What follows belongs to an exercise in optimizing a design on an open flow for small area; a production flow would make more cautious choices. Where RTL was checked, it was by simulation tests only, not by an equivalence proof against the original.

## garnet
// audio_lpf
module audio_lpf (
    input  wire               clk,
    input  wire               rst_n,
    input  wire               valid_in,
    input  wire signed [31:0] x_in,
    output wire               valid_out,
    output wire signed [31:0] y_out
);
export LEC_CHECK = 0
export CAP_MARGIN = 20
export CELL_PAD_IN_SITES_DETAIL_PLACEMENT = 1
export CELL_PAD_IN_SITES_GLOBAL_PLACEMENT = 1
export CORE_MARGIN = 2
export CORE_UTILIZATION = 40
export CTS_BUF_LIST = sky130_fd_sc_hd__clkbuf_4 sky130_fd_sc_hd__clkbuf_16
export SLEW_MARGIN = 20
export SYNTH_HIERARCHICAL = 1
create_clock -name core_clock -period 10.0 [get_ports {clk}]
standard.sh (not shown) runs the stock make flow with config.mk's settings and CLKGATE_MAP_FILE= SYNTH_SCRIPT=/design/flow/synth_recipe.tcl, a recipe that flattens the netlist after the stock synthesis.
==> flow/flow/run.sh <==
#!/bin/bash
# Own flow: the standard layout (standard.sh, unchanged synthesis and steps),
# with the I/O port buffers that global placement inserts made from the
# smallest buffer cell, sky130_fd_sc_hd__buf_1, instead of the default choice.
# Each ORFS step keeps its full log under orfs/logs/; this script's own output
# goes to flow_run.log in the work folder.
set -euo pipefail
exec > >(tee -a flow_run.log) 2>&1
echo "run.sh: $(date -u) in $(pwd)"
bash standard.sh "BUFFER_PORTS_ARGS=-buffer_cell sky130_fd_sc_hd__buf_1" finish
echo "run.sh: done $(date -u)"
garnet went all the way through synthesis, placement and routing and the layout is clean on timing, DRC and antenna.
Input changes introduced in tundra (baseline for comparison: garnet):
# garnet
export LEC_CHECK = 0
export CAP_MARGIN = 20
export CELL_PAD_IN_SITES_DETAIL_PLACEMENT = 1
export CELL_PAD_IN_SITES_GLOBAL_PLACEMENT = 1
export CORE_MARGIN = 2
export CORE_UTILIZATION = 40
export CTS_BUF_LIST = sky130_fd_sc_hd__clkbuf_4 sky130_fd_sc_hd__clkbuf_16
export SLEW_MARGIN = 20
export SYNTH_HIERARCHICAL = 1
create_clock -name core_clock -period 10.0 [get_ports {clk}]
# tundra
export LEC_CHECK = 0
export CAP_MARGIN = 20
export CELL_PAD_IN_SITES_DETAIL_PLACEMENT = 1
export CELL_PAD_IN_SITES_GLOBAL_PLACEMENT = 1
export CORE_MARGIN = 2
export CORE_UTILIZATION = 40
export CTS_BUF_LIST = sky130_fd_sc_hd__clkbuf_8
export GPL_TIMING_DRIVEN = 0
export SLEW_MARGIN = 20
export SYNTH_HIERARCHICAL = 1
create_clock -name core_clock -period 10.0 [get_ports {clk}]
--- outcome ---
- Taking garnet as the reference, in tundra wire length +about 6%, met2 wirelength from detailed routing +about 2.6%.
- Global router's overall resource usage (higher): tundra
- As of tundra, final net count had risen by a few percent compared to garnet.
- Worst setup slack was lower in tundra than in garnet.
- The higher final non-filler cell total of garnet and tundra is in tundra.
- In tundra, the via count came out about 2% above the value in garnet.
Changes in xenon relative to tundra:
# tundra
export LEC_CHECK = 0
export CAP_MARGIN = 20
export CELL_PAD_IN_SITES_DETAIL_PLACEMENT = 1
export CELL_PAD_IN_SITES_GLOBAL_PLACEMENT = 1
export CORE_MARGIN = 2
export CORE_UTILIZATION = 40
export CTS_BUF_LIST = sky130_fd_sc_hd__clkbuf_8
export GPL_TIMING_DRIVEN = 0
export SLEW_MARGIN = 20
export SYNTH_HIERARCHICAL = 1
create_clock -name core_clock -period 10.0 [get_ports {clk}]
# xenon
export LEC_CHECK = 0
export CAP_MARGIN = 0
export CELL_PAD_IN_SITES_DETAIL_PLACEMENT = 1
export CELL_PAD_IN_SITES_GLOBAL_PLACEMENT = 1
export CORE_MARGIN = 2
export CORE_UTILIZATION = 40
export CTS_BUF_LIST = sky130_fd_sc_hd__clkbuf_8
export SLEW_MARGIN = 0
export SYNTH_HIERARCHICAL = 1
create_clock -name core_clock -period 10.0 [get_ports {clk}]
==> comparison <==
xenon has more setup slack than tundra.
The higher clock tree buffer count of the final layout of tundra and xenon is in xenon.
Fmax (xenon vs. tundra) increases slightly
xenon vs tundra, hold slack went down by 14 ps.
Detailed-routing wirelength on met1 was higher in the run labelled tundra.
> inputs changed (xenon -> umber)
# xenon
export LEC_CHECK = 0
export CAP_MARGIN = 0
export CELL_PAD_IN_SITES_DETAIL_PLACEMENT = 1
export CELL_PAD_IN_SITES_GLOBAL_PLACEMENT = 1
export CORE_MARGIN = 2
export CORE_UTILIZATION = 40
export CTS_BUF_LIST = sky130_fd_sc_hd__clkbuf_8
export SLEW_MARGIN = 0
export SYNTH_HIERARCHICAL = 1
create_clock -name core_clock -period 10.0 [get_ports {clk}]
# umber
export LEC_CHECK = 0
export CAP_MARGIN = 20
export CELL_PAD_IN_SITES_DETAIL_PLACEMENT = 1
export CELL_PAD_IN_SITES_GLOBAL_PLACEMENT = 1
export CORE_MARGIN = 2
export CORE_UTILIZATION = 40
export CTS_BUF_LIST = sky130_fd_sc_hd__clkbuf_8
export PLACE_DENSITY = 0.75
export SLEW_MARGIN = 20
export SYNTH_HIERARCHICAL = 1
create_clock -name core_clock -period 10.0 [get_ports {clk}]
From xenon to umber the numbers moved as follows: wire length of the first global-routing pass fell 3.2%, share of synthesized area occupied by flip-flops and latches neither gained nor lost much. Max-slew violation count: xenon vs umber, no meaningful difference. Diff xenon -> umber: placed standard-cell area went down 0.40%; summed instance area of the synthesized netlist held; clock period minus final worst setup slack now sits lower. Sort xenon and umber by clock-buffer cell count desc -> top: xenon. | fraction of area in registers | xenon vs umber | ≈ equal |. Clock transition time at the flip-flop clock pins of the worst setup and hold paths: xenon vs umber, no meaningful difference.
The following lists how harbor was set up differently from umber:
# umber
export LEC_CHECK = 0
export CAP_MARGIN = 20
export CELL_PAD_IN_SITES_DETAIL_PLACEMENT = 1
export CELL_PAD_IN_SITES_GLOBAL_PLACEMENT = 1
export CORE_MARGIN = 2
export CORE_UTILIZATION = 40
export CTS_BUF_LIST = sky130_fd_sc_hd__clkbuf_8
export PLACE_DENSITY = 0.75
export SLEW_MARGIN = 20
export SYNTH_HIERARCHICAL = 1
create_clock -name core_clock -period 10.0 [get_ports {clk}]
# harbor
export LEC_CHECK = 0
export CAP_MARGIN = 20
export CELL_PAD_IN_SITES_DETAIL_PLACEMENT = 1
export CELL_PAD_IN_SITES_GLOBAL_PLACEMENT = 1
export CORE_MARGIN = 2
export CORE_UTILIZATION = 40
export CTS_BUF_LIST = sky130_fd_sc_hd__clkbuf_8
export SLEW_MARGIN = 20
export SYNTH_HIERARCHICAL = 1
create_clock -name core_clock -period 10.0 [get_ports {clk}]
==> comparison <==
harbor has less setup slack than umber. umber reports its critical path endpoint as u_fir_lpr.acc2[9]$_DFF_P_ while harbor reports u_fir_lpr.acc1[9]$_DFF_P_. The cell depth of the worst flop-to-flop path number comes out higher for harbor vs umber. harbor finished all stages; the layout is clean. harbor ends up with a global-route usage that is 1.5 points higher than in umber.
Changes in juniper relative to harbor:
# harbor
export LEC_CHECK = 0
export CAP_MARGIN = 20
export CELL_PAD_IN_SITES_DETAIL_PLACEMENT = 1
export CELL_PAD_IN_SITES_GLOBAL_PLACEMENT = 1
export CORE_MARGIN = 2
export CORE_UTILIZATION = 40
export CTS_BUF_LIST = sky130_fd_sc_hd__clkbuf_8
export SLEW_MARGIN = 20
export SYNTH_HIERARCHICAL = 1
create_clock -name core_clock -period 10.0 [get_ports {clk}]
# juniper
export LEC_CHECK = 0
export CAP_MARGIN = 20
export CELL_PAD_IN_SITES_DETAIL_PLACEMENT = 1
export CELL_PAD_IN_SITES_GLOBAL_PLACEMENT = 1
export CORE_MARGIN = 2
export CORE_UTILIZATION = 40
export SLEW_MARGIN = 20
export SYNTH_HIERARCHICAL = 1
create_clock -name core_clock -period 10.0 [get_ports {clk}]
==> flow/run.sh (new file) <==
#!/bin/bash
# synth_recipe.tcl (not shown) runs the flow's synth.tcl, then flattens the netlist and writes it again
# the make line also repeats each setting of config.mk as NAME=value (left out here)
make -C /OpenROAD-flow-scripts/flow DESIGN_CONFIG=/design/flow/config.mk WORK_HOME=/design/flow/orfs CLKGATE_MAP_FILE= SYNTH_SCRIPT=/design/flow/synth_recipe.tcl finish
removed: flow/flow/run.sh
removed: flow/standard.sh
==> comparison <==
juniper finished all stages; the layout is clean.
Relative to harbor, largest stage delay on the critical path decreased by 200 ps in juniper.
Of the two values seen for cell at the slowest stage of the critical path, sky130_fd_sc_hd__buf_1 was produced by harbor and sky130_fd_sc_hd__fa_1 by juniper.
Comparing harbor against juniper, there is no change at all in synthesized cell count.
Routed wire length: harbor vs juniper, no meaningful difference
Diff harbor..juniper | final routed wire length divided by cell count | negligible


audio_lpf, a different RTL version from the one above (not shown whole).
Size in the first run: roughly 1,100 cells after synthesis, about 83 flip-flops, roughly 68 I/O pins, ~12,000 sq um of cells after synthesis.
==> flow/config.mk <==
export PLATFORM = sky130hd
export DESIGN_NAME = audio_lpf
export DESIGN_NICKNAME = audio_lpf
export VERILOG_FILES = /design/flow/design.v
export SDC_FILE = /design/flow/constraint.sdc
export NUM_CORES = 4
export LEC_CHECK = 0
export CAP_MARGIN = 20
export CELL_PAD_IN_SITES_DETAIL_PLACEMENT = 1
export CELL_PAD_IN_SITES_GLOBAL_PLACEMENT = 1
export CORE_MARGIN = 2
export CORE_UTILIZATION = 55
export CTS_BUF_LIST = sky130_fd_sc_hd__clkbuf_8
export PLACE_DENSITY = 0.75
export SLEW_MARGIN = 20
export SYNTH_HIERARCHICAL = 1
==> flow/constraint.sdc <==
create_clock -name core_clock -period 10.0 [get_ports {clk}]
set_input_delay 2.0000 -clock core_clock [delete_from_list [all_inputs] [get_ports {clk}]]
set_output_delay 2.0000 -clock core_clock [all_outputs]
set_load 0.01 [all_outputs]
==> flow/flow/run.sh <==
#!/bin/bash
# Own flow: the standard layout (standard.sh, unchanged synthesis and steps),
# with the I/O port buffers that global placement inserts made from the
# smallest buffer cell, sky130_fd_sc_hd__buf_1, instead of the default choice.
# Each ORFS step keeps its full log under orfs/logs/; this script's own output
# goes to flow_run.log in the work folder.
set -euo pipefail
exec > >(tee -a flow_run.log) 2>&1
echo "run.sh: $(date -u) in $(pwd)"
bash standard.sh "BUFFER_PORTS_ARGS=-buffer_cell sky130_fd_sc_hd__buf_1" finish
echo "run.sh: done $(date -u)"
Next try:
Settings changed: CELL_PAD_IN_SITES_DETAIL_PLACEMENT 1 to unset, CELL_PAD_IN_SITES_GLOBAL_PLACEMENT 1 to unset, CORE_UTILIZATION 55 to 40.
Final area grows by 0.59%.
Synthesized cell count is unchanged.
Setup slack is better by 170 ps.
Routed wire length drops by 4.5%.
Clock skew goes down by 5.1 ps.
Next try:
Settings changed: CELL_PAD_IN_SITES_DETAIL_PLACEMENT set to 1, CELL_PAD_IN_SITES_GLOBAL_PLACEMENT set to 1.
What happened:
- The changed run completed without violations
- cell count barely changes
- routed wire length grows by 8.6%
- sequential share of layout area barely changes
- design area rose by 0.43%
- global-route usage grows by 2.6 points
- clock skew falls by 3.5 ps
- register-to-register slack improved by 130 ps
- hold slack gets worse by 27 ps
- non-clock buffer count increases by 3
Next try:
Settings changed: PLACE_DENSITY 0.75 to unset.
After rerunning: Register-to-register slack got worse by 270 ps. Synthesized cell count stays the same. Flip-flop and latch count is unchanged. Setup slack loses 280 ps.


Setup of north:
Another version of the RTL of audio_lpf (not shown whole).
Size: roughly 83 flip-flops, roughly 0.013 mm2 of cells after synthesis.
clock: 10.0 ns
lec_check: 0
cap_margin: 20
core_margin: 2
core_utilization: 40
slew_margin: 20
synth_hierarchical: 1
Scripts as last shown in full above: flow/flow/run.sh
north completed every stage of the flow, and the final layout passed the timing, design-rule and antenna checks.
Input-level comparison between south and north:
==> flow/run.sh (new file) <==
#!/bin/bash
# synth_recipe.tcl (not shown) runs the flow's synth.tcl, then flattens the netlist and writes it again
# the make line also repeats each setting of config.mk as NAME=value (left out here)
make -C /OpenROAD-flow-scripts/flow DESIGN_CONFIG=/design/flow/config.mk WORK_HOME=/design/flow/orfs CLKGATE_MAP_FILE= SYNTH_SCRIPT=/design/flow/synth_recipe.tcl finish
removed: flow/flow/run.sh
removed: flow/standard.sh
- south against north: final instance area higher; via count higher; count of filler cells inserted in the layout higher.
- In the tables for north and south, setup slack of the worst register-to-register path reads higher with north.
- In the tables for north and south, placed instance count reads lower with north.
- Going from north to south, part of the cycle the worst path needs shows an increase of 3.2 points, number of clock buffers in the layout shows a reduction of 1, fmax shows a reduction of 0.0040 GHz.
- Relative to north, the post-layout worst setup margin of south is lower by 0.32 ns.
No run of this note included a check of the RTL's function; only the layout flow was run.

separate check: timing with driven ports:
No port has a modelled driver above. Below, the same layouts with a new extraction and two added sets of constraints. Step 1 sets driving cells, clkbuf_16 on the clock port and buf_2 on the other inputs (assumed; they add their load-dependent delay and slew). Step 2 also shifts input and output timing later by t, the mid clock arrival at the registers, as if the neighbouring blocks saw the same clock. a / b / c = no drivers / after step 1 / after step 2; a / b = the first two.
run | shift t [ns] | slack for setup (ns) | hold slack, ns | worst setup path at the end | latest minus earliest clock arrival (ns)
garnet | 0.409 | 0.818 / 0.836 / 0.427 | 0.628 / 0.628 / 0.628 | input to register | 0.009 / 0.009
tundra | 0.440 | 0.773 / 0.792 / 0.353 | 0.646 / 0.646 / 0.646 | input to register | 0.015 / 0.015
xenon | 0.440 | 0.822 / 0.836 / 0.397 | 0.632 / 0.632 / 0.632 | input to register | 0.016 / 0.017
umber | 0.438 | 1.138 / 1.162 / 0.724 | 0.639 / 0.639 / 0.639 | input to register | 0.022 / 0.022
harbor | 0.440 | 0.822 / 0.836 / 0.397 | 0.632 / 0.632 / 0.632 | input to register | 0.016 / 0.017
juniper | 0.397 | 0.842 / 0.866 / 0.469 | 0.636 / 0.636 / 0.636 | input to register | 0.012 / 0.012
the first run of note 2 | 0.433 | 0.909 / 0.928 / 0.495 | 0.565 / 0.565 / 0.565 | input to register | 0.019 / 0.020
the second run of note 2 | 0.417 | 1.080 / 1.096 / 0.679 | 0.586 / 0.586 / 0.586 | input to register | 0.015 / 0.014
the third run of note 2 | 0.442 | 1.024 / 1.013 / 0.571 | 0.558 / 0.558 / 0.558 | input to register | 0.011 / 0.012
the fourth run of note 2 | 0.450 | 0.743 / 0.760 / 0.311 | 0.561 / 0.561 / 0.561 | input to register | 0.019 / 0.019
north | 0.401 | 1.204 / 1.088 / 0.687 | 0.633 / 0.633 / 0.633 | input to register | 0.010 / 0.010
south | 0.402 | 0.884 / 0.902 / 0.500 | 0.630 / 0.630 / 0.630 | input to register | 0.010 / 0.009
After both steps every run listed still meets setup and hold. The setup slack of north, which loses most, moves by -0.116 ns with the drivers and by -0.517 ns with both steps.
